Context: an optimization exercise on an open-source flow, tuned for small area. The choices shown serve that exercise and are no tape-out recipe. Only simulation tests tie the RTL to the original design; equivalence was not proved.

## flow/design.v (module list and top-level ports; edited modules follow where they fit)
// module complex_add: 142 lines
// module complex_sub: 191 lines
// module bfa: 4 lines
// module bha: 4 lines
// module binv: 3 lines
// module bxor: 3 lines
// module bxnor: 3 lines
// module bao: 3 lines
// module baoi: 3 lines
// module boai: 3 lines
// module band: 3 lines
// module bnand: 3 lines
// module bor: 3 lines
// module bnor: 3 lines
// module bmux: 3 lines
// module benc4: 5 lines
// module bao22: 3 lines
// module benc8: 12 lines
// module bx3: 3 lines
// module bpp8: 4 lines
// module bpp8n: 4 lines
// module badd25c_bk: 114 lines
// module badd37c_bk_nb: 172 lines
// module badd37c_bk: 172 lines
// module complex_mul: 4602 lines
// module bfly_out_sub: 281 lines
// module bfly_out_add: 256 lines
// module butterfly: 91 lines
module butterfly #(
    parameter W = 24,
    parameter REG = 1
) (
    input clk,
    input rst_n,
    input start,
    input [W-1:0] a_r,
    input [W-1:0] a_i,
    input [W-1:0] b_r,
    input [W-1:0] b_i,
    input [W:0] w_r,
    input [W:0] w_i,
    output logic [W-1:0] p_r,
    output logic [W-1:0] p_i,
    output [W-1:0] q_r,
    output [W-1:0] q_i,
    output quant_full,
    input complex_mul_en,
    input complex_mul_start,
    input [W-1:0] complex_mul_a_r,
    input [W-1:0] complex_mul_a_i,
    input [W-1:0] complex_mul_b_r,
    input [W-1:0] complex_mul_b_i,
    output [2*W-1:0] complex_mul_o_r,
    output [2*W-1:0] complex_mul_o_i
);
  // ...
==> flow/flow/run.sh <==
#!/bin/bash
# Layout flow: the standard flow (standard.sh), unchanged except that the
# port buffers are made from sky130_fd_sc_hd__buf_1, the smallest buffer,
# instead of the buffer that buffer_ports picks by default.
# Each step's full output goes to its own log file in the work folder.
set -euo pipefail
cd "$(dirname "$0")/.."
bash standard.sh synth > synth.log 2>&1
BUFFER_PORTS_ARGS="-buffer_cell sky130_fd_sc_hd__buf_1" bash standard.sh > layout.log 2>&1
==> flow/standard.sh <==
#!/bin/bash
# synth_recipe.tcl (not shown) runs the flow's synth.tcl, then flattens the netlist and writes it again
# the make line also repeats each setting of config.mk as NAME=value (left out here)
make -C /OpenROAD-flow-scripts/flow DESIGN_CONFIG=/design/flow/config.mk WORK_HOME=/design/flow/orfs CLKGATE_MAP_FILE= SYNTH_SCRIPT=/design/flow/synth_recipe.tcl "${@:-finish}"
==> flow/config.mk <==
export PLATFORM = sky130hd
export DESIGN_NAME = butterfly
export DESIGN_NICKNAME = butterfly
export VERILOG_FILES = /design/flow/design.v
export SDC_FILE = /design/flow/constraint.sdc
export NUM_CORES = 4
export LEC_CHECK = 0
export CAP_MARGIN = 20
export CORE_MARGIN = 2
export CORE_UTILIZATION = 40
export PLACE_DENSITY = 0.6
export SLEW_MARGIN = 20
export SYNTH_HIERARCHICAL = 1
==> flow/constraint.sdc <==
create_clock -name core_clock -period 12.0 [get_ports {clk}]
set_input_delay 2.4000 -clock core_clock [delete_from_list [all_inputs] [get_ports {clk}]]
set_output_delay 2.4000 -clock core_clock [all_outputs]
set_load 0.01 [all_outputs]
==> results.toml, run 1 <==
[synth]
synthTopCellsByArea = "fa_1 25%, dfrtp_1 17%, xor2_1 15%"
synth_xor_area_share_pct = 17.91
synth-adder-area-share_pct = 31.44

[hold_path]
min_to = "start_q"

[clock_network]
clockBufferDepth = 3
cts_setup_buffers = 0

[drt]
ant_nets = 0
wl_met3_um = 12070

[critical_path]
reg2reg_depth = 36
worstPathRequired_ps = 12450

[final_layout]
n_all_inverters = 220
diodes = 4
drive_gt1_share_pct = 12.37

[timing]
hold_violations = 0
fmax_ghz = 0.08989
period_minus_slack_ps = 11120
finalCritPeriodShare_pct = 92.71
setup_tns_ps = 0

[placed_design]
place_ws_ps = 270.0

[die]
coreArea_um2 = 115900
io-pin-count = 440

[outcome]
status = "finished clean"

[grt]
globalRoute.totalOverflow = 0
==> run 2: changes to the inputs <==
--- a/flow/config.mk
+++ b/flow/config.mk
@@ -6,8 +6,9 @@
 export NUM_CORES = 4
 export LEC_CHECK = 0
-export CAP_MARGIN = 20
+export CAP_MARGIN = 10
 export CORE_MARGIN = 2
 export CORE_UTILIZATION = 40
+export CTS_BUF_LIST = sky130_fd_sc_hd__clkbuf_8
 export PLACE_DENSITY = 0.6
-export SLEW_MARGIN = 20
+export SLEW_MARGIN = 10
 export SYNTH_HIERARCHICAL = 1
==> run 2 against run 1 <==
Against the previous run: via count hardly changed; critical path depth fell by 1; sequential cell count stayed put; setup slack improved by 53 ps; cell count is 0.61% higher; non-clock buffer count decreased by 1; die area unchanged.
==> results.toml, run 2 <==
[die]
die_area_um2 = 119400
coreArea_um2 = 115900
io-pin-count = 440
die_w_um = 345.6
rows = 125
start_util_pct = 40.26
die_y_um = 345.6

[drt]
drcViolationCount = 0
wirelength_um = 145900
num_vias = 34710
via_per_inst = 5.513
ant_nets = 0
dr.pass1.iters = 6
wl_per_cell_um = 23.18
drtIter0Drc = 2974

[final_layout]
regArea_um2 = 8011
nFillCells = 10980
area.growth.synth_to_final_pct = 11.96
final_cell_mix = "798 x xor2_1, 600 x a22o_1, 576 x fa_1, 436 x buf_1, 319 x dfrtp_1"
final-instance-count-excl-fill = 6296
fin_area_um2 = 52240
final_common_cell = "xor2_1"
drive_gt1_share_pct = 12.94
multiInputGateArea_um2 = 37220
final_net_count = 5794
postLayoutCoreUtil_pct = 45.08

[grt]
grtUsageMet3_pct = 4.846
grt_pass1_wl_um = 224100
antenna_found_initial = 10
grt_use_met1_pct = 33.97
grt-busiest-layer = "met2"
grt_pass1_vias = 35850
grt.total_usage_pct = 24.20
globalRouteMet2Util_pct = 37.85
grt_max_degree = 153
globalRoute.totalOverflow = 0

[critical_path]
cpMaxStageDelayCell = "fa_1"
crit_top_cell = "a21oi_2"
worstPathRequired_ps = 12540
crit_type = "primary input to register"
path_delay_family = "compound AO/OA/AOI/OAI gates"
reg2reg_depth = 36
endpoint_kind = "register"
worstSetupStartpointType = "primary input"
rr_startpoint = "diff_i_d[2]"
crit_cells = 37
ff2ff_setup_slack_ps = 2680
cp_max_fo = 19
cpPeakStageDelay_ps = 560
crit_buf_inv = 5
worstPathArrival_ps = 11620
r2r_end = "md_i[42]"
crit_start = "complex_mul_en"
crit_end = "md_i[42]"

[hold_path]
worstHoldPathCells = 1
min_path_type = "register to register"

[run]
max_cap_violations = 0

[timing]
rsz0062_at_grt = "no"
slew_violations = 0
hold_slack_ps = 481.1
slew_headroom_pct = 22.08
period_minus_slack_ps = 11070
worstMarginPinSlew_ps = 1166
setup_viol_count_final = 0
hold_violations = 0
setup_tns_ps = 0
finClkSkew_ps = 77.27
finalCritPeriodShare_pct = 92.26
fmax_ghz = 0.09032

[synth]
synth_top_cell_by_area = "fa_1"
async_flop_share_pct = 100.0
synth_flop_cell = "dfrtp_1"
synth.most_common_cell = "xor2_1"
synth_top_area_share_pct = 24.71
synthTopCellsByArea = "fa_1 25%, dfrtp_1 17%, xor2_1 15%"
yosys_warnings = 7
seq_area_frac_synth_pct = 17.16
synth_seq_cells = 320
synth_cell_types = 69
synth_edf_count = 0
syn_area_per_cell_um2 = 11.11
netlist_area_um2 = 46660
synth.top_cells.by_count = "822 x xor2_1, 600 x a22o_1, 576 x fa_1"
synthCells = 4200

[clock_network]
post_cts_resized = 0
numCtsBuffers = 58
tritoncts = "yes"
clockBufferDepth = 3
cts_setup_buffers = 0
numClockSinks = 320
h-tree-depth = 2
root_buffer = "clkbuf_8"
clk_pin_slew_ps = 60
clock_latency_ps = 750
cts.hold.buffers_added = 0

[placed_design]
placed_cells = 6184
dpl-instance-area_um2 = 50890
gp_congestion = 0.9066
io_buffers = 439
dp_hpwl_um = 115000

[outcome]
status = "finished clean"
-- run 2: cell families after synthesis --
logic type | count (synthesis) | share of synthesized area (%)
AO/OA/AOI/OAI | 1147 | 19.97
XOR/XNOR | 954 | 17.91
adder cells (fa/ha/maj) | 827 | 31.44
buffers and inverters | 370 | 4.178
flip-flops | 320 | 17.16
multiplexers | 198 | 4.891
other | 2 | 0.01609
AND/OR/NAND/NOR | 382 | 4.438
-- run 2: per-module statistics from Yosys, one instance, submodules excluded, excerpt --
module	cells inside	times used	flops+latches	cell area [um^2]
badd25c_bk	116	2	0	1010
badd37c_bk_nb	203	1	0	1674
bao22	1	600	0	8.758
bfa	1	512	0	20.02
bfly_out_sub	97	1	0	713.2
bha	1	127	0	12.51
binv	1	72	0	3.754
bnand	1	56	0	3.754
boai	1	56	0	5.005
bor	1	17	0	6.256
butterfly	596	1	320	10690
bxnor	1	97	0	8.758
bxor	1	766	0	8.758
complex_add	35	2	0	291.5
complex_sub	35	2	0	291.5
-- run 2: metal layers --
metal,share of wire (%),vias to the layer above
met5,0.039,-
met4,2.9,8
met3,8.3,242
met2,45,1496
met1,44,17290
li1,-,15680
-- run 2: metrics by stage --
step                      setup WS, ps
final                            928.4
after global placement           358.3
after CTS                        876.7
after global routing             300.8
after detailed placement         260.2
after floorplan                  95.21
-- run 2: area by class of cell --
cell class              count  share of cell area, %
repair buffers            602                  5.609
clock inverters            41                 0.8023
clock buffers              67                  1.765
flip-flops and latches    320                  15.34
diodes                      4                0.01916
well taps                1524                  3.650
inverters                 220                  1.581
multi-input cells        3518                  71.24
-- run 2: worst min-delay path by stage --
| stage | startpoint | endpoint | slack, ps |
|---|---|---|---|
| final | start_d | start_q | 480 |
| after global routing | start_d | start_q | 510 |
| after CTS | start_d | start_q | 480 |
| after detailed placement | start_d | start_q | 470 |
| after global placement | md_i[23] | ph_i[23] | 490 |
| after floorplan | start_d | start_q | 460 |
-- run 2: worst reg2reg max path: cells and delay by family (launching register included) --
family | cells | cell delay, ps
flip-flops | 1 | 390
buffers and inverters | 3 | 460
multiplexers | 1 | 310
XOR/XNOR | 1 | 150
adder cells (fa/ha/maj) | 8 | 3280
AND/OR/NAND/NOR | 2 | 350
AO/OA/AOI/OAI | 21 | 4170

afterwards: timing with drivers on the ports:
The flow's constraints put no driver on any port. The routed layouts listed below were extracted and timed again, unchanged, in two steps.
Step 1 assumes that a clkbuf_16 drives the clock port and a buf_2 every other input.
Step 2 also shifts input and output timing later by t, the mid clock arrival at the registers, as if the neighbouring blocks saw the same clock.
Slacks: ideal ports / drivers / drivers and shift; pairs: ideal ports / drivers.
run	t, ns	setup WS [ns]	slew at the worst register clock pin (ns)
run 1	0.662	0.875 / 0.882 / 0.220	0.07 / 0.07
run 2	0.783	0.928 / 0.889 / 0.161	0.07 / 0.07
After both steps setup and hold are still met in every run listed. The setup slack of run 2, which loses most, moves by -0.039 ns with the drivers and by -0.767 ns with both steps.
